Context: an optimization exercise on an open-source flow, tuned for small area and a short achievable clock period. The choices shown serve that exercise and are no tape-out recipe.
Function was checked by simulation only, so behaviour that the tests miss may differ from the original.
No run shown here takes its clock network from TritonCTS; it comes from the design's own scripts or RTL.
The clock port is modelled as an ideal driver, which makes a skipped or thinned clock tree look cheaper than it is; a real chip needs a root buffer or a tree.
No activity file was given, so power comes from the tool's default toggle rates.

### design/flow/flow/cts_pre.tcl
# Runs at the start of ORFS's CTS step (PRE_CTS_TCL). Instead of TritonCTS's
# two-level tree, the clock port drives four clkbuf_16 cells, each driving the
# flip-flops of one quarter of the die (sinks split by x), so every register's
# clock arrives through one buffer with no deliberate skew.
source [file join [file dirname [info script]] clkbuf.tcl]
insert_clock_buffers 4 sky130_fd_sc_hd__clkbuf_16
rename clock_tree_synthesis tritoncts_unused
proc clock_tree_synthesis {args} {
  set_propagated_clock [all_clocks]
}
### design/flow/constraint.sdc
create_clock -name core_clock -period 5.0 [get_ports {clk}]
set_input_delay 1.0000 -clock core_clock [delete_from_list [all_inputs] [get_ports {clk}]]
set_output_delay 1.0000 -clock core_clock [all_outputs]
set_load 0.01 [all_outputs]
### design/flow/config.mk
export PLATFORM = sky130hd
export DESIGN_NAME = stopwatch_01
export DESIGN_NICKNAME = stopwatch_01
export VERILOG_FILES = /design/flow/design.v
export SDC_FILE = /design/flow/constraint.sdc
export NUM_CORES = 4
export LEC_CHECK = 0
export ABC_AREA = 1
export CAP_MARGIN = 20
export CORE_MARGIN = 2
export CORE_UTILIZATION = 50
export SETUP_SLACK_MARGIN = 2.95
export SLEW_MARGIN = 20
export SYNTH_HIERARCHICAL = 1
export BUFFER_PORTS_ARGS = -buffer_cell sky130_fd_sc_hd__buf_1
export PRE_CTS_TCL = /design/flow/flow/cts_pre.tcl
### design/flow/flow/run.sh
#!/bin/bash
# The standard ORFS layout with two changes:
#  - port buffers are buf_1 cells (BUFFER_PORTS_ARGS),
#  - the clock is buffered by flow/cts_pre.tcl (four clkbuf_16 from the clock
#    port) in place of TritonCTS.
# The make output of the whole flow goes to flow_make.log here; ORFS keeps each
# step's own log under orfs/logs.
set -euo pipefail
here=$(pwd)
cat >> config.mk <<MK
export BUFFER_PORTS_ARGS = -buffer_cell sky130_fd_sc_hd__buf_1
export PRE_CTS_TCL = $here/flow/cts_pre.tcl
MK
bash standard.sh > flow_make.log 2>&1
### design/flow/standard.sh
#!/bin/bash
# synth_recipe.tcl (not shown) runs the flow's synth.tcl, then flattens the netlist and writes it again
# the make line also repeats each setting of config.mk as NAME=value (left out here)
make -C /OpenROAD-flow-scripts/flow DESIGN_CONFIG=/design/flow/config.mk WORK_HOME=/design/flow/orfs CLKGATE_MAP_FILE= SYNTH_SCRIPT=/design/flow/synth_recipe.tcl "${@:-finish}"
### design/flow/flow/clkbuf.tcl
# Clock buffering used in place of TritonCTS: the clock port drives a few
# clock buffers, each driving the flip-flops of one region of the die; the
# regions split the sinks into equal groups, first by x and then by y.
proc clk_split {keyed parts axis} {
  if {$parts <= 1} { return [list $keyed] }
  set keyed [lsort -integer -index $axis $keyed]
  set half [expr {[llength $keyed] / 2}]
  set sub [expr {$parts / 2}]
  set other [expr {1 - $axis}]
  return [concat [clk_split [lrange $keyed 0 [expr {$half - 1}]] $sub $other] \
                 [clk_split [lrange $keyed $half end] $sub $other]]
}

proc insert_clock_buffers {nbuf master_name} {
  set block [ord::get_db_block]
  set db [ord::get_db]
  set clknet [$block findNet clk]
  set master [$db findMaster $master_name]
  set keyed {}
  foreach it [$clknet getITerms] {
    set loc [[$it getInst] getLocation]
    lappend keyed [list [lindex $loc 0] [lindex $loc 1] $it]
  }
  set b 0
  foreach slice [clk_split $keyed $nbuf 0] {
    if {[llength $slice] == 0} continue
    set sx 0; set sy 0
    foreach k $slice { set sx [expr {$sx + [lindex $k 0]}]; set sy [expr {$sy + [lindex $k 1]}] }
    set cx [expr {int($sx / [llength $slice])}]
    set cy [expr {int($sy / [llength $slice])}]
    set inst [odb::dbInst_create $block $master "clkroot_buf_$b"]
    set net [odb::dbNet_create $block "clkroot_net_$b"]
    $net setSigType CLOCK
    foreach k $slice {
      set it [lindex $k 2]
      $it disconnect
      $it connect $net
    }
    [$inst findITerm A] connect $clknet
    [$inst findITerm X] connect $net
    $inst setLocation $cx $cy
    $inst setPlacementStatus PLACED
    incr b
  }
}
### design/flow/design.v
module stopwatch_01(clk,rst,key_reset,key_start_pasue,key_display_stop,hex0,hex1,hex2,hex3,hex4,hex5,hex6,hex7,led0,led1,led2,led3);
	input		clk,rst,key_reset,key_start_pasue,key_display_stop;
	output [6:0]	hex0,hex1,hex2,hex3,hex4,hex5,hex6,hex7;
	output	led0,led1,led2,led3;
	assign	led3 = 1'b0;
	reg	[1:0]	pre;
	wire	tick = pre[1];
	reg	[5:0]	hold_s, hold_d, hold_r;
	reg	start, freeze, cleared;
	reg	[3:0]	t0, t1, t2, t4, t6, t7;
	reg	[2:0]	t3, t5;
	reg	[3:0]	s0, s1, s2, s4, s6, s7;
	reg	[2:0]	s3, s5;
	wire	at50_s = hold_s[5] & hold_s[2] & hold_s[1] & hold_s[0];
	wire	at50_d = hold_d[5] & hold_d[2] & hold_d[1] & hold_d[0];
	wire	at50_r = hold_r[5] & hold_r[2] & hold_r[1] & hold_r[0];
	wire	push_s = tick & ~key_start_pasue;
	wire	push_d = tick & ~key_display_stop;
	wire	push_r = tick & ~key_reset;
	wire	fire_s = push_s & at50_s;
	wire	fire_d = push_d & at50_d;
	wire	fire_r = push_r & at50_r;
	wire	start_n, freeze_n;
	key_mux	u_ks(key_start_pasue, start, start ^ (tick & at50_s), start_n);
	key_mux	u_kd(key_display_stop, freeze, freeze ^ (tick & at50_d), freeze_n);
	wire	clr = rst | fire_r;
	function [3:0] step10;
		input [3:0] d;
		step10 = {~((~d[3] & d[0]) | (d[1])), (~d[3] & d[2]) | (~d[0]), ~((d[2] & ~d[0]) | (d[1])), (d[3]) | (~d[1] & d[0])};
	endfunction
	function [2:0] step6;
		input [2:0] d;
		step6 = {(d[0]), (~d[2] & ~d[1]) | (d[2] & d[0]), (~d[1])};
	endfunction
	function [3:0] step16;
		input [3:0] d;
		step16 = {(d[3] & ~d[2] & ~d[0]) | (~d[3] & d[0]) | (~d[2] & d[1]), (~d[3] & d[2] & d[1]) | (d[3] & ~d[2]) | (d[3] & ~d[1]), (d[1] & d[0]) | (~d[3] & d[2] & d[1]) | (d[2] & d[0]) | (~d[3] & ~d[2] & ~d[1] & ~d[0]), (~d[3] & d[1]) | (d[2] & d[1] & d[0]) | (~d[3] & d[2] & ~d[0]) | (d[3] & ~d[2] & ~d[1])};
	endfunction
	wire	n0 = (~t0[3] & ~t0[2] & t0[1]);
	wire	n1 = (~t1[3] & ~t1[2] & t1[1]);
	wire	n2 = (~t2[3] & ~t2[2] & t2[1]);
	wire	n3 = (t3[1] & ~t3[0]);
	wire	n4 = (~t4[3] & ~t4[2] & t4[1]);
	wire	n5 = (t5[1] & ~t5[0]);
	wire	n6 = (~t6[3] & ~t6[2] & t6[1]);
	wire	p1 = n0;
	wire	p2 = p1 & n1;
	wire	p3 = p2 & n2;
	wire	p4 = p3 & n3;
	wire	p5 = p4 & n4;
	wire	p6 = p5 & n5;
	wire	p7 = p6 & n6;
	wire	run;
	key_mux	u_run(key_start_pasue, tick & start, tick & (start ^ at50_s), run);
	wire	[7:0]	c;
	carry_gate	u_carry(run, {p7, p6, p5, p4, p3, p2, p1, 1'b1}, c);
	wire	c0 = c[0];
	wire	c1 = c[1];
	wire	c2 = c[2];
	wire	c3 = c[3];
	wire	c4 = c[4];
	wire	c5 = c[5];
	wire	c6 = c[6];
	wire	c7 = c[7];
	wire	[3:0]	t0_r = c0 ? step10(t0) : t0;
	wire	[3:0]	t1_r = c1 ? step10(t1) : t1;
	wire	[3:0]	t2_r = c2 ? step10(t2) : t2;
	wire	[2:0]	t3_r = c3 ? step6(t3) : t3;
	wire	[3:0]	t4_r = c4 ? step10(t4) : t4;
	wire	[2:0]	t5_r = c5 ? step6(t5) : t5;
	wire	[3:0]	t6_r = c6 ? step10(t6) : t6;
	wire	[3:0]	t7_r = c7 ? step16(t7) : t7;
	wire	[29:0]	t_n = {t7_r, t6_r, t5_r, t4_r, t3_r, t2_r, t1_r, t0_r} & {30{~clr}};
	wire	load = clr | ~freeze_n;
	wire	[29:0]	s_n;
	hold_mux	#(30)	u_hold(t_n, {s7, s6, s5, s4, s3, s2, s1, s0}, load, s_n);
	always @(posedge clk) begin
		pre[0] <= ~rst & ~pre[0] & ~pre[1];
		pre[1] <= ~rst & pre[0];
		hold_s <= rst ? 6'd0 : push_s ? (at50_s ? 6'd0 : {hold_s[4:0], ~(hold_s[5] ^ hold_s[0])}) : hold_s;
		hold_d <= rst ? 6'd0 : push_d ? (at50_d ? 6'd0 : {hold_d[4:0], ~(hold_d[5] ^ hold_d[0])}) : hold_d;
		hold_r <= rst ? 6'd0 : push_r ? (at50_r ? 6'd0 : {hold_r[4:0], ~(hold_r[5] ^ hold_r[0])}) : hold_r;
		start   <= ~rst & start_n;
		freeze  <= ~rst & freeze_n;
		cleared <= ~rst & (cleared | fire_r);
		{t7, t6, t5, t4, t3, t2, t1, t0} <= t_n;
		{s7, s6, s5, s4, s3, s2, s1, s0} <= s_n;
	end
	assign	led0 = start;
	assign	led1 = cleared;
	assign	led2 = freeze;
	dec10	u0(s0, hex0);
	dec10	u1(s1, hex1);
	dec10	u2(s2, hex2);
	dec6	u3(s3, hex3);
	dec10	u4(s4, hex4);
	dec6	u5(s5, hex5);
	dec10	u6(s6, hex6);
	dec16	u7(s7, hex7);
endmodule
module key_mux(k, released, pressed, y);
	input	k, released, pressed;
	output	y;
	assign	y = k ? released : pressed;
endmodule
module carry_gate(run, p, c);
	input		run;
	input	[7:0]	p;
	output	[7:0]	c;
	assign	c = p & {8{run}};
endmodule
module hold_mux(a, b, sel, y);
	parameter	W = 1;
	input	[W-1:0]	a, b;
	input		sel;
	output	[W-1:0]	y;
	assign	y = sel ? a : b;
endmodule
module dec10(d, seg);
	input	[3:0]	d;
	output	[6:0]	seg;
	assign	seg[0] = (d[1] & ~d[0]) | (~d[3] & d[2] & ~d[0]);
	assign	seg[1] = (d[3] & ~d[1]);
	assign	seg[2] = (~d[3] & d[2] & ~d[1] & d[0]);
	assign	seg[3] = (~d[3] & d[2] & ~d[0]) | (d[3] & d[1]);
	assign	seg[4] = (d[2] & ~d[0]) | (d[1]);
	assign	seg[5] = (d[3] & d[1]) | (~d[3] & d[2] & d[0]);
	assign	seg[6] = (~d[2] & ~d[0]) | (d[3] & d[1]);
endmodule
module dec6(d, seg);
	input	[2:0]	d;
	output	[6:0]	seg;
	assign	seg[0] = (d[1] & d[0]);
	assign	seg[1] = (d[1] & ~d[0]);
	assign	seg[2] = (d[2] & ~d[1]);
	assign	seg[3] = (d[1] & d[0]);
	assign	seg[4] = ~((~d[1] & ~d[0]));
	assign	seg[5] = (~d[2] & d[0]) | (d[2] & ~d[1]);
	assign	seg[6] = ~((~d[1] & d[0]) | (d[2]));
endmodule
module dec16(d, seg);
	input	[3:0]	d;
	output	[6:0]	seg;
	assign	seg[0] = (d[1]);
	assign	seg[1] = (d[1] & d[0]) | (d[2] & ~d[0]);
	assign	seg[2] = ~((d[2] & ~d[1]) | (~d[2] & ~d[0]) | (~d[3] & ~d[1]));
	assign	seg[3] = (~d[3] & ~d[2] & d[0]) | (d[1]);
	assign	seg[4] = (~d[3] & d[0]) | (d[1]) | (d[3] & d[2]);
	assign	seg[5] = ~((~d[1] & ~d[0]) | (d[3] & ~d[2] & ~d[0]) | (d[3] & d[2] & ~d[1]));
	assign	seg[6] = (d[1] & d[0]) | (~d[3] & ~d[2]) | (d[2] & d[1]);
endmodule
==> results of run 1 <==
==> cell families after synthesis <==
group | after synthesis | share of synthesized area
buffers and inverters | 79 | 0.0921
other | 2 | 0.00200
DFF | 83 | 0.443
AOI/OAI and AO/OA | 76 | 0.107
and+or+nand+nor | 327 | 0.351
xor gates and xnor gates | 2 | 0.00467
==> cells in the mapped netlist <==
cell        n
nand4_2     1
dfxtp_1    83
nor2_1     61
inv_1      59
nand2_1   218
nand2_2     2
xor2_1      2
nor2_4      1
nor3b_1     2
inv_2       3
o211ai_1    2
nor3_1      8
or2_1       2
a32oi_1     1
a21oi_1    35
nand3_1    29
buf_2       9
o21ai_1     2
o22ai_1     1
buf_4       4
or2_2       1
a21o_1      5
clkbuf_1    1
conb_1      2
nand4_1     2
o21ai_0    30
buf_6       3
==> metal layers <==
layer  track usage  up-vias
li1              -     1878
met4        0.0179        0
met1         0.226     1481
met5             0        -
met3       0.00918        5
met2         0.303       80
==> stage by stage <==
stage          hold slack, ps  power [mW]  cell area, µm²
2_1_floorplan             391       0.712            3750
3_3_place_gp              408       0.715            4010
3_5_place_dp              404       0.716            4010
4_1_cts                   419        1.02            4150
5_1_grt                   448        1.05            4260
6_report                  414        1.01            4260
==> worst reg2reg max path, delay by kind of cell (launching register included) <==
family	cells	cell delay (ps)
simple gates	8	1260
flops	1	350
buf+inv	1	110
compound gates	1	80
==> final timing paths <==
path,cells past startpoint,end
max,11,s7[0]
min,1,pre[0]
max reg2reg,10,s7[0]
min reg2reg,1,pre[0]
==> Yosys stat by module, one instance, submodules excluded, excerpt <==
| module | area [µm²] | cells inside | flip-flops and latches | copies in the design |
|---|---|---|---|---|
| carry_gate | 65.1 | 17 | 0 | 1 |
| dec10 | 56.3 | 13 | 0 | 5 |
| dec16 | 85.1 | 20 | 0 | 1 |
| dec6 | 52.6 | 12 | 0 | 2 |
| key_mux | 15.0 | 4 | 0 | 3 |
| stopwatch_01 | 2800 | 334 | 83 | 1 |
==> power breakdown <==
group	internal [mW]	switching (mW)
Clock	0.145	0.161
Combinational	0.00915	0.0197
Sequential	0.668	0.00677
Total	0.822	0.188
==> layout make-up <==
cell class | count | area share
buffer | 4 | 0.0235
inverter | 62 | 0.0593
multi-input combinational | 407 | 0.422
sequential | 83 | 0.392
tap | 99 | 0.0291
timing repair buffer | 69 | 0.0737
==> what timing repair did <==
action | 4_1_cts | 5_1_grt
hold buffers | 0 | 0
gates cloned | 0 | 1
setup endpoints to repair | 50 | 34
setup buffers | 0 | 4
gates resized for setup | 15 | 23
pin swaps | 0 | 9
==> results.yml, run 1 <==
run_status:
  status: "timing/DRC/antenna clean"
floorplanning:
  die_w_um: 90.6
  dieArea_um2: 8210
  start_util: 0.517
  die_height_um: 90.6
  io_pins: 65
  rows: 31
  core-area_um2: 7250
placed_design:
  port_buffers: 63
  dpl.hpwl_um: 5050
  dp_cells: 715
  gp_congestion: 0.800
  place_ws_ps: 2400
synthesis:
  synth_area_um2: 3750
  yosysWarnings: 7
  syn_inst: 569
  yosysSeqAreaShare: 0.443
  synth-seq-cells: 83
  synth_area_leaders: "dfxtp_1 44%, nand2_1 22%, nor2_1 6.1%"
  ys_types: 27
  yosysTopAreaCell: "dfxtp_1"
  syn_area_per_cell_um2: 6.59
  synth_top_area_frac: 0.443
  synth.net_count: 574
grt:
  track_usage: 0.167
  grt_pass1_wl_um: 12300
  overflow: 0
  grt_max_degree: 32
  grt_antenna_before_repair: 0
  grt_pass1_vias: 2907
critical_path:
  crit_buf_inv: 3
  crit_required_ps: 5050
  crit_slowest_cell: "nor3_1"
  path_max_fanout: 8
  slowest_delay_ps: 150
  arrival_ps: 2010
  r2r-start: "t2[3]"
  cp-startpoint: "key_start_pasue"
  rrSetupSlack_ps: 3100
  cp-start-kind: "input port"
  cpMostUsedCell: "nand2_1"
  worst_setup_path_end_kind: "flip-flop"
  cp_top_family: "simple AND/OR/NAND/NOR gates"
  critPathKind: "in -> reg"
  path_cells: "buf_2, inv_1, nand2_1, nand2_4, nand2_2, inv_2, o21ai_2, nor3_1, nor3_1, nand2_1, nand2_1"
timing:
  min_period_ps: 1970
  maxSlewHeadroom: 0.628
  setup_ws_ps: 3030
  setup_viol: 0
  fin_worst_skew_ps: 5.43
  rsz0062_at_grt: "true"
  fmax_mhz: 508
  timing.final.crit_share: 0.394
  hold_viol_final: 0
  slew_viol_final: 0
  setup_tns_ps: 0
  worst_pin_slew_ps: 556
routing:
  drtAntennaViolNets: 0
  drc: 0
  route.met3.wl_um: 310
  route.met2.wl_um: 3310
  drtIter0Drc: 87
  drt-met1-wl_um: 3700
  avgViaCountPerCell: 4.76
  drt-total-wl_um: 7380
  firstDrtPassIters: 4
  via_count: 3444
  avgRoutedWirePerCell_um: 10.2
  highest_layer: "met4"
layout:
  layout.nets: 632
  antenna_cells: 0
  final_util: 0.588
  multi_input_area_um2: 1800
  stdcell_count: 724
  final_common_cell: "nand2_1"
  register_area_um2: 1670
  drive_gt1_frac: 0.0576
  final_cell_mix: "215 x nand2_1, 78 x dfxtp_1, 61 x buf_1, 59 x nor2_1, 55 x inv_1"
  reg.largest.list: "hold_d x6, hold_r x6, hold_s x6"
  num-fill-cells: 734
  syn_to_final_growth_pct: 13.7
pwr:
  p_per_area_nw_per_um2: 237
  static-leakage-power_nw: 1.97
  irDropWorstVdd_uv: 181
hold_path:
  hold_path.class: "reg -> reg"
  holdCritStartpoint: "pre[0]"
clock_network:
  clk_pin_slew_ps: 80
  clock_latency_ps: 150
job:
  maxCapViolations: 0
==> run 2, diff against run 1 <==
--- a/design/flow/config.mk
+++ b/design/flow/config.mk
@@ -9,7 +9,7 @@
 export CAP_MARGIN = 20
 export CORE_MARGIN = 2
 export CORE_UTILIZATION = 50
-export SETUP_SLACK_MARGIN = 2.95
+export SETUP_SLACK_MARGIN = 3.0
 export SLEW_MARGIN = 20
 export SYNTH_HIERARCHICAL = 1
 export BUFFER_PORTS_ARGS = -buffer_cell sky130_fd_sc_hd__buf_1
==> run 2 against run 1 <==
Final area grew 3.3%. Critical path depth shrank 3. Flip-flop and latch count is the same. Power grew 0.19%. Sequential power is essentially flat. Clock skew is essentially flat. Clock power is essentially flat. Global-route usage is the same. Die area is the same. Final cell count grew 0.83%. Worst setup slack gained 34 ps.
==> results.yml, run 2 <==
run_status:
  status: "timing/DRC/antenna clean"
routing:
  drtIter0Drc: 95
  firstDrtPassIters: 4
  drt-met1-wl_um: 3880
  highest_layer: "met4"
  route.met2.wl_um: 3520
  avgRoutedWirePerCell_um: 10.6
  drt-total-wl_um: 7740
  via_count: 3454
  avgViaCountPerCell: 4.73
  drtAntennaViolNets: 0
  drc: 0
  route.met3.wl_um: 260
timing:
  timing.final.crit_share: 0.387
  rsz0062_at_grt: "true"
  fin_worst_skew_ps: 5.73
  worst_pin_slew_ps: 536
  slew_viol_final: 0
  min_period_ps: 1930
  fmax_mhz: 517
  hold_viol_final: 0
  setup_tns_ps: 0
  setup_ws_ps: 3070
  maxSlewHeadroom: 0.641
  setup_viol: 0
synthesis:
  synth_top_area_frac: 0.443
  synth.net_count: 574
  synth_area_um2: 3750
  yosysTopAreaCell: "dfxtp_1"
  synth_common_cells: "218 x nand2_1, 83 x dfxtp_1, 61 x nor2_1"
  synth_area_leaders: "dfxtp_1 44%, nand2_1 22%, nor2_1 6.1%"
  synth-edff-count: 0
  ys_types: 27
  syn_inst: 569
  synth_flop_cell: "dfxtp_1"
  synth-seq-cells: 83
  synthMostInstantiatedCell: "nand2_1"
  yosysWarnings: 7
  syn_area_per_cell_um2: 6.59
  yosysSeqAreaShare: 0.443
  async_reset_ff_frac: 0
grt:
  grt_pass1_vias: 2929
  overflow: 0
  grt_antenna_before_repair: 0
  grt_pass1_wl_um: 12300
  grt_max_degree: 32
  track_usage: 0.167
clock_network:
  clock_latency_ps: 150
  cts.hold.buffers_added: 0
  clk_pin_slew_ps: 80
hold_path:
  hold_path.class: "reg -> reg"
pwr:
  static-leakage-power_nw: 2.04
  finalPower_mw: 1.01
  irDropWorstVdd_uv: 195
  p_per_area_nw_per_um2: 230
layout:
  layout.nets: 638
  final_common_cell: "nand2_1"
  reg.largest.list: "hold_d x6, hold_r x6, hold_s x6"
  final_cell_mix: "210 x nand2_1, 70 x dfxtp_1, 59 x buf_1, 54 x nor2_1, 50 x inv_1"
  syn_to_final_growth_pct: 17.4
  drive_gt1_frac: 0.113
  antenna_cells: 0
critical_path:
  cp-start-kind: "input port"
  crit_required_ps: 5090
  arrival_ps: 2030
  path_max_fanout: 16
  worst_setup_path_end_kind: "flip-flop"
  critPathKind: "in -> reg"
floorplanning:
  dieArea_um2: 8210
  die_w_um: 90.6
  start_util: 0.517
  die_height_um: 90.6
  rows: 31
  io_pins: 65
  core-area_um2: 7250
job:
  maxCapViolations: 0
placed_design:
  place_ws_ps: 2400
  port_buffers: 63
  dpl.hpwl_um: 5050
  gp_congestion: 0.800
==> run 2: cell count changes in the layout (fill, tap and decap cells not counted), sizes merged <==
cell and delta:
clkbuf +3, buf +2, clkinv -1, inv +1, nand2 +1
==> run 2: path summary, 6_finish.rpt <==
| check | startpoint | to | slack [ps] | cells past startpoint |
|---|---|---|---|---|
| worst max-delay path | rst | s0[1] | 3070 | 8 |
| worst min-delay path | pre[0] | pre[0] | 410 | 1 |
| worst max register to register | t2[1] | s7[2] | 3090 | 10 |
| worst min register to register | pre[0] | pre[0] | 410 | 1 |
==> run 2: cell families after synthesis <==
| group | count (synthesis) | synth area share |
|---|---|---|
| other | 2 | 0.00200 |
| buffers and inverters | 79 | 0.0921 |
| flip-flops | 83 | 0.443 |
| AO/OA/AOI/OAI | 76 | 0.107 |
| XOR/XNOR | 2 | 0.00467 |
| AND/OR/NAND/NOR | 327 | 0.351 |
==> run 2: cell type report <==
cell class	count	area [µm²]
fill	725	2850
multi-input combinational	408	1860
sequential	83	1680
timing repair buffer	74	378
inverter	62	256
tap	99	124
buffer	4	100
==> run 2: power breakdown <==
| part | total (mW) | internal [mW] | leakage (nW) | switching [mW] |
|---|---|---|---|---|
| combinational | 0.0311 | 0.00949 | 1.31 | 0.0216 |
| clock | 0.307 | 0.145 | 0.0493 | 0.161 |
| sequential | 0.674 | 0.668 | 0.677 | 0.00670 |
==> run 2: worst max-delay path, cell delays in order <==
cell,delay (ps)
clkbuf_2,160
inv_4,200
nand2_8,110
inv_4,160
nand2_1,120
nor2_2,150
nand2_1,60
nand2_1,60
==> run 2: through the flow <==
stage	util	std cells	cell area (µm²)	hold WS (ps)
after floorplan	-	569	3750	391
after global placement	0.552	715	4010	408
after detailed placement	0.552	715	4010	404
after CTS	0.576	721	4180	419
after global routing	0.607	730	4400	448
final	0.607	730	4400	414
==> run 2: what timing repair did <==
item | in CTS | in global routing
buffers inserted | 2 | 6
cloned | 0 | 3
pin swaps | 3 | 16
setup endpoints to repair | 57 | 51
gates resized for setup | 20 | 54
==> run 2: layer usage <==
metal | global-route usage | up-vias
li1 | - | 1893
met1 | 0.224 | 1485
met2 | 0.300 | 69
met3 | 0.0125 | 7
met4 | 0.0218 | 0
met5 | 0 | -
==> run 2: Yosys stat by module (local to each module, per instance), a selection <==
| module | flip-flops and latches | cells inside |
|---|---|---|
| dec10 | 0 | 13 |
| key_mux | 0 | 4 |
| carry_gate | 0 | 17 |
| dec6 | 0 | 12 |
| stopwatch_01 | 83 | 334 |
| dec16 | 0 | 20 |
==> run 3, diff against run 2 <==
==> design/flow/flow/cts_pre.tcl (replaced) <==
# Runs at the start of ORFS's CTS step (PRE_CTS_TCL). Instead of TritonCTS's
# two-level tree, the clock port drives four clkbuf_16 cells, each driving the
# flip-flops of one quarter of the die (sinks split by x, then y), so every register's
# clock arrives through one buffer with no deliberate skew.
source [file join [file dirname [info script]] clkbuf.tcl]
insert_clock_buffers 4 sky130_fd_sc_hd__clkbuf_16
rename clock_tree_synthesis tritoncts_unused
proc clock_tree_synthesis {args} {
  set_propagated_clock [all_clocks]
}
--- a/design/flow/config.mk
+++ b/design/flow/config.mk
@@ -9,7 +9,7 @@
 export CAP_MARGIN = 20
 export CORE_MARGIN = 2
 export CORE_UTILIZATION = 50
-export SETUP_SLACK_MARGIN = 3.0
+export SETUP_SLACK_MARGIN = 2.9
 export SLEW_MARGIN = 20
 export SYNTH_HIERARCHICAL = 1
 export BUFFER_PORTS_ARGS = -buffer_cell sky130_fd_sc_hd__buf_1
==> run 3 against run 2 <==
Clock power about the same. Still clean. Final area fell by 3.6%. Register-to-register slack better by 20 ps. Sequential share of layout area grew 1.2 points. Die area did not move.
==> results.yml, run 3 <==
timing:
  fin_worst_skew_ps: 7.31
  timing.final.crit_share: 0.398
  maxSlewHeadroom: 0.628
  setup_viol: 0
  rsz0062_at_grt: "false"
  fmax_mhz: 502
  hold_viol_final: 0
  min_period_ps: 1990
  worst_pin_slew_ps: 556
  setup_tns_ps: 0
  slew_viol_final: 0
grt:
  overflow: 0
  grt_pass1_wl_um: 12300
  grt_pass1_vias: 2907
  grt_antenna_before_repair: 0
  track_usage: 0.167
  grt_max_degree: 32
critical_path:
  r2r_end: "s7[2]"
  worst_setup_path_end_kind: "flip-flop"
  cp-start-kind: "input port"
  path_max_fanout: 8
  r2r-start: "t0[3]"
  crit_required_ps: 5100
  ff2ff_path_depth: 12
  arrival_ps: 2090
  critPathKind: "in -> reg"
  rrSetupSlack_ps: 3110
job:
  maxCapViolations: 0
synthesis:
  synth.net_count: 574
  synth_area_um2: 3750
  synth_flop_cell: "dfxtp_1"
  synth_area_leaders: "dfxtp_1 44%, nand2_1 22%, nor2_1 6.1%"
  synthMostInstantiatedCell: "nand2_1"
  yosysWarnings: 7
  synth-edff-count: 0
  ys_types: 27
  synth_top_area_frac: 0.443
  synth-seq-cells: 83
  syn_area_per_cell_um2: 6.59
  synth_common_cells: "218 x nand2_1, 83 x dfxtp_1, 61 x nor2_1"
  yosysSeqAreaShare: 0.443
  yosysTopAreaCell: "dfxtp_1"
  async_reset_ff_frac: 0
  syn_inst: 569
floorplanning:
  dieArea_um2: 8210
  core-area_um2: 7250
  die_height_um: 90.6
  rows: 31
  die_w_um: 90.6
  start_util: 0.517
  io_pins: 65
pwr:
  p_comb_frac: 0.028
  p_sw_frac: 0.188
  static-leakage-power_nw: 1.97
  p_seq_frac: 0.666
  irDropWorstVdd_uv: 184
  finalPower_mw: 1.01
  intPower_mw: 0.822
  clock_power_share: 0.305
  p_sw_mw: 0.190
  p_per_area_nw_per_um2: 239
clock_network:
  cts.hold.buffers_added: 0
  clk_pin_slew_ps: 80
  clock_latency_ps: 150
routing:
  drtAntennaViolNets: 0
  avgViaCountPerCell: 4.73
  via_count: 3421
  avgRoutedWirePerCell_um: 10.2
  drt-total-wl_um: 7410
  drtIter0Drc: 115
  drc: 0
  firstDrtPassIters: 4
layout:
  drive_gt1_frac: 0.0464
  reg.largest.list: "hold_d x6, hold_r x6, hold_s x6"
  layout.nets: 632
  num-fill-cells: 737
  final_common_cell: "nand2_1"
  antenna_cells: 0
  final_cell_mix: "216 x nand2_1, 79 x dfxtp_1, 62 x buf_1, 60 x nor2_1, 57 x inv_1"
  syn_to_final_growth_pct: 13.1
hold_path:
  holdCritStartpoint: "pre[0]"
  holdPathEnd: "pre[0]"
  holdPathStages: 1
  hold_path.class: "reg -> reg"
placed_design:
  port_buffers: 63
  dpl.hpwl_um: 5050
  gp_congestion: 0.800
run_status:
  status: "timing/DRC/antenna clean"
[run 3: changes by cell type in the layout (fill, tap and decap cells not counted), sizes merged]
cell,before,now
buf,69,68
clkbuf,9,5
clkinv,0,1
inv,62,61
nand2,221,220
[run 3: critical path, stage by stage]
cell and delay [ps]:
buf_2 130, inv_1 50, nand2_1 80, nand2_4 130
nand2_1 60, inv_1 90, inv_1 70, nand2_1 60
o21ai_0 70, nor2_1 180, nand2_1 100, nand2_1 60
[run 3: cell families (layout without fill, tap and decap cells)]
| logic type | after synthesis | count (layout) | synth area share |
|---|---|---|---|
| buf+inv | 79 | 135 | 0.0921 |
| flops | 83 | 83 | 0.443 |
| simple gates | 327 | 327 | 0.351 |
| other cells | 2 | 2 | 0.00200 |
| xor+xnor | 2 | 2 | 0.00467 |
| compound gates | 76 | 76 | 0.107 |
[run 3: repair_timing]
item                                   in CTS  in global routing
setup endpoints to repair                  48                 32
gates resized for setup                    13                 15
endpoints found under the hold margin       0                  0
buffers inserted                            0                  4
pin swaps                                   0                  6
gates cloned                                0                  1
[run 3: Yosys stat by module (local to each module, per instance), excerpt]
module / copies in the design / cells
stopwatch_01: 1 / 334
dec16: 1 / 20
carry_gate: 1 / 17
dec10: 5 / 13
dec6: 2 / 12
key_mux: 3 / 4
[run 3: worst max-delay path by stage]
| stage | start | to | slack [ps] | cells after the start |
|---|---|---|---|---|
| 5_1_grt | key_start_pasue | s3[1] | 2890 | 12 |
| 2_1_floorplan | key_start_pasue | s7[0] | 3000 | 11 |
| 3_3_place_gp | rst | s6[3] | 2470 | 8 |
| 3_5_place_dp | rst | s1[1] | 2400 | 8 |
| 4_1_cts | key_display_stop | s6[3] | 2920 | 11 |
| 6_report | key_start_pasue | s3[1] | 3010 | 12 |
[run 3: cell type report]
| cell class | count | area (µm²) | area share |
|---|---|---|---|
| plain buffers | 4 | 100 | 0.0236 |
| inverters | 62 | 250 | 0.0590 |
| well taps | 99 | 124 | 0.0292 |
| repair buffers | 69 | 313 | 0.0737 |
| flip-flops and latches | 83 | 1670 | 0.394 |
| multi-input cells | 407 | 1780 | 0.421 |
[run 3: power groups by stage]
stage	registers [mW]	logic [mW]	clock network (mW)
final	0.675	0.0286	0.309
after floorplan	0.688	0.0232	0
after global routing	0.676	0.0326	0.341
after detailed placement	0.690	0.0263	0
after CTS	0.675	0.0271	0.318
after global placement	0.690	0.0254	0
[run 3: metrics by stage]
stage                     setup WS [ps]  area, µm²   util  hold slack, ps  instances
after floorplan                    3000       3750      -             391        569
after global placement             2470       4010  0.552             408        715
after detailed placement           2400       4010  0.552             404        715
after CTS                          2920       4140  0.571             419        719
after global routing               2890       4240  0.585             448        724
final                              3010       4240  0.585             414        724
[run 3: layer usage]
| metal | global-route usage | wire [µm] | up-vias | part of all wire |
|---|---|---|---|---|
| li1 | - | - | 1878 | - |
| met1 | 0.226 | 3840 | 1469 | 0.52 |
| met2 | 0.303 | 3240 | 69 | 0.44 |
| met3 | 0.00918 | 254 | 5 | 0.034 |
| met4 | 0.0179 | 68 | 0 | 0.0092 |
| met5 | 0 | 0 | - | 0 |
==> run 4, diff against run 3 <==
--- a/design/flow/config.mk
+++ b/design/flow/config.mk
@@ -9,7 +9,7 @@
 export CAP_MARGIN = 20
 export CORE_MARGIN = 2
 export CORE_UTILIZATION = 50
-export SETUP_SLACK_MARGIN = 2.9
+export SETUP_SLACK_MARGIN = 2.95
 export SLEW_MARGIN = 20
 export SYNTH_HIERARCHICAL = 1
 export BUFFER_PORTS_ARGS = -buffer_cell sky130_fd_sc_hd__buf_1
==> run 4 against run 3 <==
Global-route usage did not move. Area after synthesis did not move. Critical path depth fell by 1. First-iteration DRC count fell by 24%. Synthesized cell count did not move. Clock power barely moved. Still clean. Hold slack barely moved. Worst setup slack improved by 23 ps. Combinational power barely moved. Final area rose by 0.47%. Utilization rose by 0.28 points. Maximum frequency rose by 1.2%. Largest power group unchanged.
==> results.yml, run 4 <==
synthesis:
  synth-edff-count: 0
  async_reset_ff_frac: 0
  syn_area_per_cell_um2: 6.59
  synth_compound_area_frac: 0.107
  synth.net_count: 574
  synthMostInstantiatedCell: "nand2_1"
  syn_inst: 569
  yosysWarnings: 7
  synth_area_leaders: "dfxtp_1 44%, nand2_1 22%, nor2_1 6.1%"
  synth-simple-area-share: 0.351
  synth_common_cells: "218 x nand2_1, 83 x dfxtp_1, 61 x nor2_1"
  synth_area_um2: 3750
  synth.mux.area_fraction: 0
  ys_types: 27
  synth_fa_ha_area_frac: 0
  synth_top_family_by_area: "simple AND/OR/NAND/NOR gates"
  synth_top_area_frac: 0.443
  synthXorXnorAreaFrac: 0.00467
  yosysTopAreaCell: "dfxtp_1"
  yosysSeqAreaShare: 0.443
  synth-seq-cells: 83
  synth_flop_cell: "dfxtp_1"
critical_path:
  arrival_ps: 2010
  r2r_end: "s7[0]"
  crit_required_ps: 5050
  rrSetupSlack_ps: 3100
  worst_setup_path_end_kind: "flip-flop"
  cpMostUsedCell: "nand2_1"
  cp-start-kind: "input port"
  slowest_delay_ps: 150
  crit_slowest_cell: "nor3_1"
  r2r-start: "t2[3]"
  path_cells: "buf_2, inv_1, nand2_1, nand2_4, nand2_2, inv_2, o21ai_2, nor3_1, nor3_1, nand2_1, nand2_1"
  ff2ff_path_depth: 10
  critPathKind: "in -> reg"
  path_max_fanout: 8
pwr:
  p_per_area_nw_per_um2: 237
  p_sw_mw: 0.188
  static-leakage-power_nw: 1.97
  clock_power_share: 0.304
  p_sw_frac: 0.186
  irDropWorstVdd_uv: 181
  p_seq_frac: 0.668
  intPower_mw: 0.822
  finalPower_mw: 1.01
  p_comb_frac: 0.029
grt:
  overflow: 0
  grt_pass1_vias: 2907
  track_usage: 0.167
  grt_pass1_wl_um: 12300
  grt_antenna_before_repair: 0
  grt_max_degree: 32
layout:
  stdcell_count: 724
  final_util: 0.588
  syn_to_final_growth_pct: 13.7
  antenna_cells: 0
  final_common_cell: "nand2_1"
  num-fill-cells: 734
  final_cell_mix: "215 x nand2_1, 78 x dfxtp_1, 61 x buf_1, 59 x nor2_1, 55 x inv_1"
  register_area_um2: 1670
  multi_input_area_um2: 1800
  reg.largest.list: "hold_d x6, hold_r x6, hold_s x6"
  layout.nets: 632
  final_area_um2: 4260
  drive_gt1_frac: 0.0576
placed_design:
  place_ws_ps: 2400
  gp_congestion: 0.800
  dp_cells: 715
  post_dp_cell_area_um2: 4010
  dpl.hpwl_um: 5050
  port_buffers: 63
routing:
  firstDrtPassIters: 4
  via_count: 3444
  avgRoutedWirePerCell_um: 10.2
  drtIter0Drc: 87
  avgViaCountPerCell: 4.76
  drc: 0
  drt-total-wl_um: 7380
  drtAntennaViolNets: 0
floorplanning:
  core-area_um2: 7250
  rows: 31
  die_w_um: 90.6
  dieArea_um2: 8210
  die_height_um: 90.6
  io_pins: 65
  start_util: 0.517
hold_path:
  hold_path.class: "reg -> reg"
  holdCritStartpoint: "pre[0]"
  holdPathEnd: "pre[0]"
  holdPathStages: 1
timing:
  fin_worst_skew_ps: 5.43
  fmax_mhz: 508
  holdWs_ps: 414
  maxSlewHeadroom: 0.628
  setup_ws_ps: 3030
  setup_viol: 0
  hold_viol_final: 0
  timing.final.crit_share: 0.394
  setup_tns_ps: 0
  slew_viol_final: 0
  rsz0062_at_grt: "true"
  worst_pin_slew_ps: 556
  min_period_ps: 1970
job:
  maxCapViolations: 0
clock_network:
  clk_pin_slew_ps: 80
  clock_latency_ps: 150
  cts.hold.buffers_added: 0
run_status:
  status: "timing/DRC/antenna clean"
-- run 4: changes by cell type in the layout (fill, tap and decap cells not counted), sizes merged --
cell,delta
buf,-1
clkbuf,+1
-- run 4: timing repair --
action / CTS / global route
resized for setup: 15 / 23
cloned: 0 / 1
buffers inserted: 0 / 4
endpoints found under the setup margin: 50 / 34
pin swaps: 0 / 9
endpoints found under the hold margin: 0 / 0
-- run 4: layer usage --
metal,global-route usage,vias to the layer above,wire [µm]
li1,-,1878,-
met3,0.00918,5,310
met1,0.226,1481,3700
met5,0,-,0
met2,0.303,80,3310
met4,0.0179,0,68
-- run 4: worst max path at each step --
stage	slack [ps]	end	startpoint
4_1_cts	2950	s6[0]	key_reset
3_3_place_gp	2470	s6[3]	rst
2_1_floorplan	3000	s7[0]	key_start_pasue
3_5_place_dp	2400	s1[1]	rst
6_report	3030	s7[0]	key_start_pasue
5_1_grt	2920	s3[1]	key_start_pasue
-- run 4: area by class of cell --
type | instances | area share
Buffer | 4 | 0.0235
Inverter | 62 | 0.0593
Multi-Input combinational cell | 407 | 0.422
Sequential cell | 83 | 0.392
Tap cell | 99 | 0.0291
Timing Repair Buffer | 69 | 0.0737
-- run 4: Yosys stat by module (local to each module, per instance), a selection --
| module | cells | copies in the design | flops+latches |
|---|---|---|---|
| carry_gate | 17 | 1 | 0 |
| key_mux | 4 | 3 | 0 |
| dec6 | 12 | 2 | 0 |
| dec16 | 20 | 1 | 0 |
| stopwatch_01 | 334 | 1 | 83 |
| dec10 | 13 | 5 | 0 |
-- run 4: kinds of logic after synthesis --
| kind of cell | Yosys count |
|---|---|
| AND/OR/NAND/NOR | 327 |
| XOR/XNOR | 2 |
| buffers and inverters | 79 |
| AO/OA/AOI/OAI | 76 |
| flip-flops | 83 |
| other | 2 |
-- run 4: power by group through the flow --
stage | Combinational, mW | Clock, mW | Sequential [mW]
2_1_floorplan | 0.0232 | 0 | 0.688
3_3_place_gp | 0.0254 | 0 | 0.690
3_5_place_dp | 0.0263 | 0 | 0.690
4_1_cts | 0.0271 | 0.318 | 0.675
5_1_grt | 0.0330 | 0.341 | 0.676
6_report | 0.0289 | 0.307 | 0.675
-- run 4: worst max-delay path, delay by kind of cell --
| kind | cells | cell delay, ps |
|---|---|---|
| AO/OA/AOI/OAI | 1 | 80 |
| buffers and inverters | 3 | 290 |
| AND/OR/NAND/NOR | 7 | 650 |
==> run 5, diff against run 4 <==
--- a/design/flow/flow/run.sh
+++ b/design/flow/flow/run.sh
@@ -1,7 +1,7 @@
 #!/bin/bash
 # The standard ORFS layout with two changes:
 #  - port buffers are buf_1 cells (BUFFER_PORTS_ARGS),
-#  - the clock is buffered by flow/cts_pre.tcl (four clkbuf_16 from the clock
+#  - the clock is buffered by flow/cts_pre.tcl (three clkbuf_16 from the clock
 #    port) in place of TritonCTS.
 # The make output of the whole flow goes to flow_make.log here; ORFS keeps each
 # step's own log under orfs/logs.
--- a/design/flow/flow/clkbuf.tcl
+++ b/design/flow/flow/clkbuf.tcl
@@ -4,11 +4,12 @@
 proc clk_split {keyed parts axis} {
   if {$parts <= 1} { return [list $keyed] }
   set keyed [lsort -integer -index $axis $keyed]
-  set half [expr {[llength $keyed] / 2}]
-  set sub [expr {$parts / 2}]
+  set lo [expr {$parts / 2}]
+  set hi [expr {$parts - $lo}]
+  set cut [expr {([llength $keyed] * $lo) / $parts}]
   set other [expr {1 - $axis}]
-  return [concat [clk_split [lrange $keyed 0 [expr {$half - 1}]] $sub $other] \
-                 [clk_split [lrange $keyed $half end] $sub $other]]
+  return [concat [clk_split [lrange $keyed 0 [expr {$cut - 1}]] $lo $other] \
+                 [clk_split [lrange $keyed $cut end] $hi $other]]
 }
 
 proc insert_clock_buffers {nbuf master_name} {
==> design/flow/flow/cts_pre.tcl (replaced) <==
# Runs at the start of ORFS's CTS step (PRE_CTS_TCL). Instead of TritonCTS's
# two-level tree, the clock port drives three clkbuf_16 cells, each driving the
# flip-flops of one third of the die (sinks split by x, then y), so every register's
# clock arrives through one buffer with no deliberate skew.
source [file join [file dirname [info script]] clkbuf.tcl]
insert_clock_buffers 3 sky130_fd_sc_hd__clkbuf_16
rename clock_tree_synthesis tritoncts_unused
proc clock_tree_synthesis {args} {
  set_propagated_clock [all_clocks]
}
==> run 5 against run 4 <==
Sequential power barely moved. Clock skew is 3.5 ps higher. Die area unchanged. Critical path type is now reg -> out. Maximum frequency rose by 0.18%. Critical path depth down 6. Wire length up 0.26%. First-iteration DRC count up 18%. Area after synthesis did not move.
==> results.yml, run 5 <==
run_status:
  status: "timing/DRC/antenna clean"
pwr:
  irDropWorstVdd_uv: 272
  intPower_mw: 0.788
  finalPower_mw: 0.979
  p_comb_frac: 0.030
  static-leakage-power_nw: 1.99
  p_per_area_nw_per_um2: 229
  clock_power_share: 0.281
  p_seq_frac: 0.689
  p_sw_mw: 0.191
  p_sw_frac: 0.195
grt:
  grt_pass1_wl_um: 12300
  grt_antenna_before_repair: 0
  grt_pass1_vias: 2916
  grt_max_degree: 32
  overflow: 0
  track_usage: 0.166
critical_path:
  crit_required_ps: 4000
  path_max_fanout: 5
  worst_setup_path_end_kind: "primary output"
  crit_slowest_cell: "dfxtp_1"
  cpMostUsedCell: "nand2_1"
  cp_top_family: "flip-flops"
  critPathKind: "reg -> out"
  cp-start-kind: "flip-flop"
  arrival_ps: 960
  cp-startpoint: "s7[2]"
  slowest_delay_ps: 390
  r2r-start: "t2[3]"
  crit_buf_inv: 2
  path_cells: "inv_1, nand2_1, nand2_1, nand2_1, buf_1"
synthesis:
  ys_types: 27
  synth.net_count: 574
  synthMostInstantiatedCell: "nand2_1"
  yosysSeqAreaShare: 0.443
  synth_top_area_frac: 0.443
  async_reset_ff_frac: 0
  synth-edff-count: 0
  synth_area_leaders: "dfxtp_1 44%, nand2_1 22%, nor2_1 6.1%"
  synth_common_cells: "218 x nand2_1, 83 x dfxtp_1, 61 x nor2_1"
  synth_area_um2: 3750
  synth_flop_cell: "dfxtp_1"
  yosysWarnings: 7
  yosysTopAreaCell: "dfxtp_1"
  synth-seq-cells: 83
  syn_area_per_cell_um2: 6.59
  syn_inst: 569
floorplanning:
  start_util: 0.517
  io_pins: 65
  die_w_um: 90.6
  core-area_um2: 7250
  rows: 31
  die_height_um: 90.6
  dieArea_um2: 8210
routing:
  via_count: 3447
  avgRoutedWirePerCell_um: 10.2
  drtAntennaViolNets: 0
  drc: 0
  avgViaCountPerCell: 4.74
  drt-total-wl_um: 7400
  firstDrtPassIters: 4
  drtIter0Drc: 103
layout:
  register_area_um2: 1680
  final_common_cell: "nand2_1"
  antenna_cells: 0
  syn_to_final_growth_pct: 14.1
  layout.nets: 635
  reg.largest.list: "hold_d x6, hold_r x6, hold_s x6"
  num-fill-cells: 724
  drive_gt1_frac: 0.0685
  multi_input_area_um2: 1810
  final_cell_mix: "214 x nand2_1, 74 x dfxtp_1, 62 x buf_1, 59 x nor2_1, 56 x inv_1"
timing:
  setup_ws_ps: 3040
  slew_viol_final: 0
  fin_worst_skew_ps: 8.88
  setup_viol: 0
  holdWs_ps: 418
  rsz0062_at_grt: "false"
  timing.final.crit_share: 0.393
  setup_tns_ps: 0
  fmax_mhz: 509
  hold_viol_final: 0
  min_period_ps: 1960
  maxSlewHeadroom: 0.632
  worst_pin_slew_ps: 550
job:
  maxCapViolations: 0
hold_path:
  hold_path.class: "reg -> reg"
  holdCritStartpoint: "pre[0]"
placed_design:
  gp_congestion: 0.800
  dpl.hpwl_um: 5050
  place_ws_ps: 2400
  port_buffers: 63
clock_network:
  clk_pin_slew_ps: 100
  clock_latency_ps: 170
## run 5: cell count changes in the layout (fill, tap and decap cells not counted), moves of 2 or more
cell / previous run / this run
inv_4: 1 / 3
dfxtp_2: 3 / 6
dfxtp_1: 78 / 74
inv_2: 4 / 2
buf_4: 4 / 8
## run 5: repair_timing
action,CTS,global route
setup buffers,0,8
setup endpoints to repair,50,38
pin swaps,0,8
cloned,0,1
hold buffers,0,0
resized for setup,15,28
## run 5: final timing paths
kind             end  slack [ps]  depth (start not counted)
min           pre[0]         420                          1
max          hex7[5]        3040                          5
min reg2reg   pre[0]         420                          1
max reg2reg    s7[1]        3070                         11
## run 5: cell families after synthesis
family / count (synthesis) / synth area share
xor gates and xnor gates: 2 / 0.00467
buffers and inverters: 79 / 0.0921
and+or+nand+nor: 327 / 0.351
AOI/OAI and AO/OA: 76 / 0.107
DFF: 83 / 0.443
other: 2 / 0.00200
## run 5: stage by stage
step	utilization	std cells	cell area [µm²]
4_1_cts	0.568	718	4120
2_1_floorplan	-	569	3750
5_1_grt	0.590	727	4280
3_3_place_gp	0.552	715	4010
6_report	0.590	727	4280
3_5_place_dp	0.552	715	4010
## run 5: Yosys stat by module (local to each module, per instance), excerpt
module        cell area (µm²)  copies in the design  cells  flops+latches
key_mux                  15.0                     3      4              0
carry_gate               65.1                     1     17              0
dec16                    85.1                     1     20              0
stopwatch_01             2800                     1    334             83
dec10                    56.3                     5     13              0
dec6                     52.6                     2     12              0
## run 5: layout make-up
| cell class | instances | area share |
|---|---|---|
| multi-input cells | 407 | 0.422 |
| flip-flops and latches | 83 | 0.393 |
| plain buffers | 3 | 0.0175 |
| repair buffers | 73 | 0.0801 |
| well taps | 99 | 0.0289 |
| inverters | 62 | 0.0590 |
## run 5: power by group through the flow
stage,sequential (mW),clock [mW],combinational [mW]
2_1_floorplan,0.688,0,0.0232
3_3_place_gp,0.690,0,0.0254
3_5_place_dp,0.690,0,0.0263
4_1_cts,0.675,0.284,0.0271
5_1_grt,0.676,0.306,0.0332
6_report,0.674,0.275,0.0291
## run 5: metal layers
layer,vias to the layer above,part of all wire,track usage
met3,11,0.041,0.00835
li1,1883,-,-
met1,1481,0.51,0.224
met4,0,0.0074,0.0141
met5,-,0,0
met2,72,0.44,0.303
## run 5: worst register-to-register path: stages (launching register included)
cell and delay, ps:
dfxtp_1 360, nor3b_1 360, nand4_1 240, nor3_2 230, nand2_4 80, inv_4 80, buf_4 110, nand2_1 50
o22ai_1 130, nor2_1 80, nand2_1 70, nand2_1 50
==> run 6, diff against run 5 <==
--- a/design/flow/design.v
+++ b/design/flow/design.v
@@ -30,7 +30,7 @@
 	endfunction
 	function [2:0] step6;
 		input [2:0] d;
-		step6 = {(d[0]), (~d[2] & ~d[1]) | (d[2] & d[0]), (~d[1])};
+		step6 = {(d[0]) | (d[2] & ~d[1]), (~d[2] & ~d[1]) | (d[2] & d[0]), (~d[1])};
 	endfunction
 	function [3:0] step16;
 		input [3:0] d;
@@ -132,11 +132,11 @@
 	output	[6:0]	seg;
 	assign	seg[0] = (d[1] & d[0]);
 	assign	seg[1] = (d[1] & ~d[0]);
-	assign	seg[2] = (d[2] & ~d[1]);
+	assign	seg[2] = (d[2] & ~d[1] & ~d[0]);
 	assign	seg[3] = (d[1] & d[0]);
 	assign	seg[4] = ~((~d[1] & ~d[0]));
 	assign	seg[5] = (~d[2] & d[0]) | (d[2] & ~d[1]);
-	assign	seg[6] = ~((~d[1] & d[0]) | (d[2]));
+	assign	seg[6] = (~d[2]);
 endmodule
 module dec16(d, seg);
 	input	[3:0]	d;
==> run 6 against run 5 <==
Still clean. Power decreased by 0.54%. Clock skew increased by 0.68 ps. Worst setup slack got worse by 14 ps. Hold slack improved by 17 ps. Global-route usage increased by 1.3 points. First-iteration DRC count increased by 12%. Die area decreased by 0.39%. Register-to-register slack about the same. Utilization decreased by 0.55 points. Synthesized cell count decreased by 0.70%. Flip-flop and latch count unchanged. Clock power decreased by 2%. Critical path type is now in -> reg. Largest power group unchanged.
==> results.yml, run 6 <==
clock_network:
  clk_pin_slew_ps: 100
  clock_latency_ps: 160
routing:
  avgRoutedWirePerCell_um: 10.3
  drtIter0Drc: 115
  via_count: 3483
  avgViaCountPerCell: 4.83
  drc: 0
  drt-total-wl_um: 7460
  drtAntennaViolNets: 0
  firstDrtPassIters: 4
synthesis:
  ys_types: 27
  synthMostInstantiatedCell: "nand2_1"
  yosysTopAreaCell: "dfxtp_1"
  syn_inst: 565
  synth_common_cells: "220 x nand2_1, 83 x dfxtp_1, 60 x nor2_1"
  yosysWarnings: 7
  async_reset_ff_frac: 0
  synth_flop_cell: "dfxtp_1"
  yosysSeqAreaShare: 0.445
  synth_top_area_frac: 0.445
  synth_area_um2: 3730
  synth-seq-cells: 83
  synth.net_count: 570
  syn_area_per_cell_um2: 6.61
  synth-edff-count: 0
  synth_area_leaders: "dfxtp_1 44%, nand2_1 22%, nor2_1 6.0%"
floorplanning:
  start_util: 0.515
  io_pins: 65
  die_w_um: 90.4
  die_height_um: 90.4
  core-area_um2: 7250
  dieArea_um2: 8180
  rows: 31
hold_path:
  holdCritStartpoint: "pre[0]"
  holdPathStages: 2
  hold_path.class: "reg -> reg"
  holdPathEnd: "pre[1]"
critical_path:
  path_max_fanout: 8
  rrSetupSlack_ps: 3060
  cp-start-kind: "input port"
  crit_required_ps: 5120
  r2r-start: "hold_s[5]"
  worst_setup_path_end_kind: "flip-flop"
  arrival_ps: 2090
  cpMostUsedCell: "nand2_1"
  path_cells: "buf_2, inv_1, nand2_1, nand2_4, nand2_1, inv_2, buf_4, o211ai_1, a21oi_1, nand2_1, nand2_1"
  crit_slowest_cell: "a21oi_1"
  slowest_delay_ps: 190
  critPathKind: "in -> reg"
  ff2ff_path_depth: 12
  r2r_end: "s7[3]"
layout:
  stdcell_count: 721
  antenna_cells: 0
  num-fill-cells: 732
  reg.largest.list: "hold_d x6, hold_r x6, hold_s x6"
  final_area_um2: 4240
  drive_gt1_frac: 0.0659
  final_cell_mix: "218 x nand2_1, 72 x dfxtp_1, 61 x buf_1, 57 x nor2_1, 54 x inv_1"
  layout.nets: 629
  final_common_cell: "nand2_1"
  syn_to_final_growth_pct: 13.5
timing:
  worst_pin_slew_ps: 541
  hold_viol_final: 0
  holdWs_ps: 435
  setup_ws_ps: 3020
  setup_viol: 0
  fmax_mhz: 506
  rsz0062_at_grt: "false"
  timing.final.crit_share: 0.396
  setup_tns_ps: 0
  min_period_ps: 1980
  maxSlewHeadroom: 0.638
  fin_worst_skew_ps: 9.56
  slew_viol_final: 0
placed_design:
  gp_congestion: 0.776
  post_dp_cell_area_um2: 3980
  port_buffers: 63
  dpl.hpwl_um: 5160
  place_ws_ps: 1960
  dp_cells: 710
grt:
  track_usage: 0.178
  grt_pass1_vias: 3146
  grt_antenna_before_repair: 0
  grt_max_degree: 32
  grt_pass1_wl_um: 13000
  overflow: 0
pwr:
  irDropWorstVdd_uv: 373
  static-leakage-power_nw: 1.96
  p_per_area_nw_per_um2: 230
job:
  maxCapViolations: 0
run_status:
  status: "timing/DRC/antenna clean"
## run 6: kinds of logic after synthesis
family                 after synthesis  synth area share
AO/OA/AOI/OAI                       75             0.107
XOR/XNOR                             2           0.00469
buffers and inverters               76            0.0894
flip-flops                          83             0.445
other                                2           0.00201
AND/OR/NAND/NOR                    327             0.352
## run 6: per-module statistics from Yosys (local to each module, per instance), a selection
module / times used / cell area (µm²) / flops+latches
carry_gate: 1 / 65.1 / 0
dec6: 2 / 47.5 / 0
dec10: 5 / 56.3 / 0
dec16: 1 / 85.1 / 0
stopwatch_01: 1 / 2790 / 83
key_mux: 3 / 15.0 / 0
## run 6: per-stage QoR
stage / utilization / power (mW)
after floorplan: - / 0.711
after global placement: 0.549 / 0.715
after detailed placement: 0.549 / 0.716
after CTS: 0.567 / 0.987
after global routing: 0.585 / 1.01
final: 0.585 / 0.974
## run 6: worst max path at each step
stage | cells after the start | startpoint | slack, ps | end
floorplan | 11 | key_start_pasue | 3000 | s7[0]
global placement | 7 | key_reset | 2020 | s0[2]
detailed placement | 7 | key_reset | 1960 | s3[2]
CTS | 9 | key_display_stop | 2950 | s3[2]
global route | 11 | key_start_pasue | 2920 | s7[0]
finish | 11 | key_start_pasue | 3020 | s7[3]
## run 6: area by class of cell
cell class | instances | area [µm²] | area share
Multi-Input combinational cell | 407 | 1820 | 0.428
Sequential cell | 83 | 1680 | 0.397
Timing Repair Buffer | 70 | 304 | 0.0717
Inverter | 59 | 239 | 0.0564
Tap cell | 99 | 124 | 0.0292
Buffer | 3 | 75.1 | 0.0177
## run 6: critical path, delay by kind of cell
family,cells,cell delay (ps)
and+or+nand+nor,5,420
buffers and inverters,4,400
AOI/OAI and AO/OA,2,260
## run 6: metal layers
layer  part of all wire  routed length [µm]  track usage
met5                  0                   0            0
met3              0.023                 170      0.00751
met4              0.010                  78       0.0244
met1               0.48                3560        0.222
met2               0.49                3650        0.347
## run 6: timing repair
item                       4_1_cts  5_1_grt
gates cloned                     0        1
gates resized for setup         19       21
buffers inserted                 0        7
pin swaps                        0        6
hold buffers                     0        0
setup endpoints to repair       51       41
## run 6: report_power, final
part,total [mW],switching [mW],internal [mW]
clock network,0.269,0.159,0.111
registers,0.674,0.00664,0.668
logic,0.0297,0.0201,0.00958

## re-timing with driven ports
The flow's constraints put no driver on any port. The routed layouts listed below were extracted and timed again, unchanged, in two steps.
Step 1, drivers: a clkbuf_16 drives clk and a buf_2 each remaining input, both assumed.
Step 2 also shifts input and output timing later by t, the mid clock arrival at the registers, as if the neighbouring blocks saw the same clock.
a / b / c = ideal / step 1 / step 2; a / b = the first two.
run	shift t [ns]	slack for setup (ns)	latest minus earliest clock arrival (ns)
run 1	0.218	3.032 / 2.981 / 2.871	0.006 / 0.005
run 2	0.220	3.066 / 3.009 / 2.902	0.006 / 0.005
run 3	0.220	3.009 / 2.955 / 2.847	0.007 / 0.007
run 4	0.218	3.032 / 2.981 / 2.871	0.006 / 0.005
run 5	0.220	3.036 / 2.977 / 2.867	0.009 / 0.009
run 6	0.223	3.022 / 2.993 / 2.843	0.009 / 0.009
After both steps every run listed still meets setup and hold. The setup slack of run 6, which loses most, moves by -0.029 ns with the drivers and by -0.179 ns with both steps.
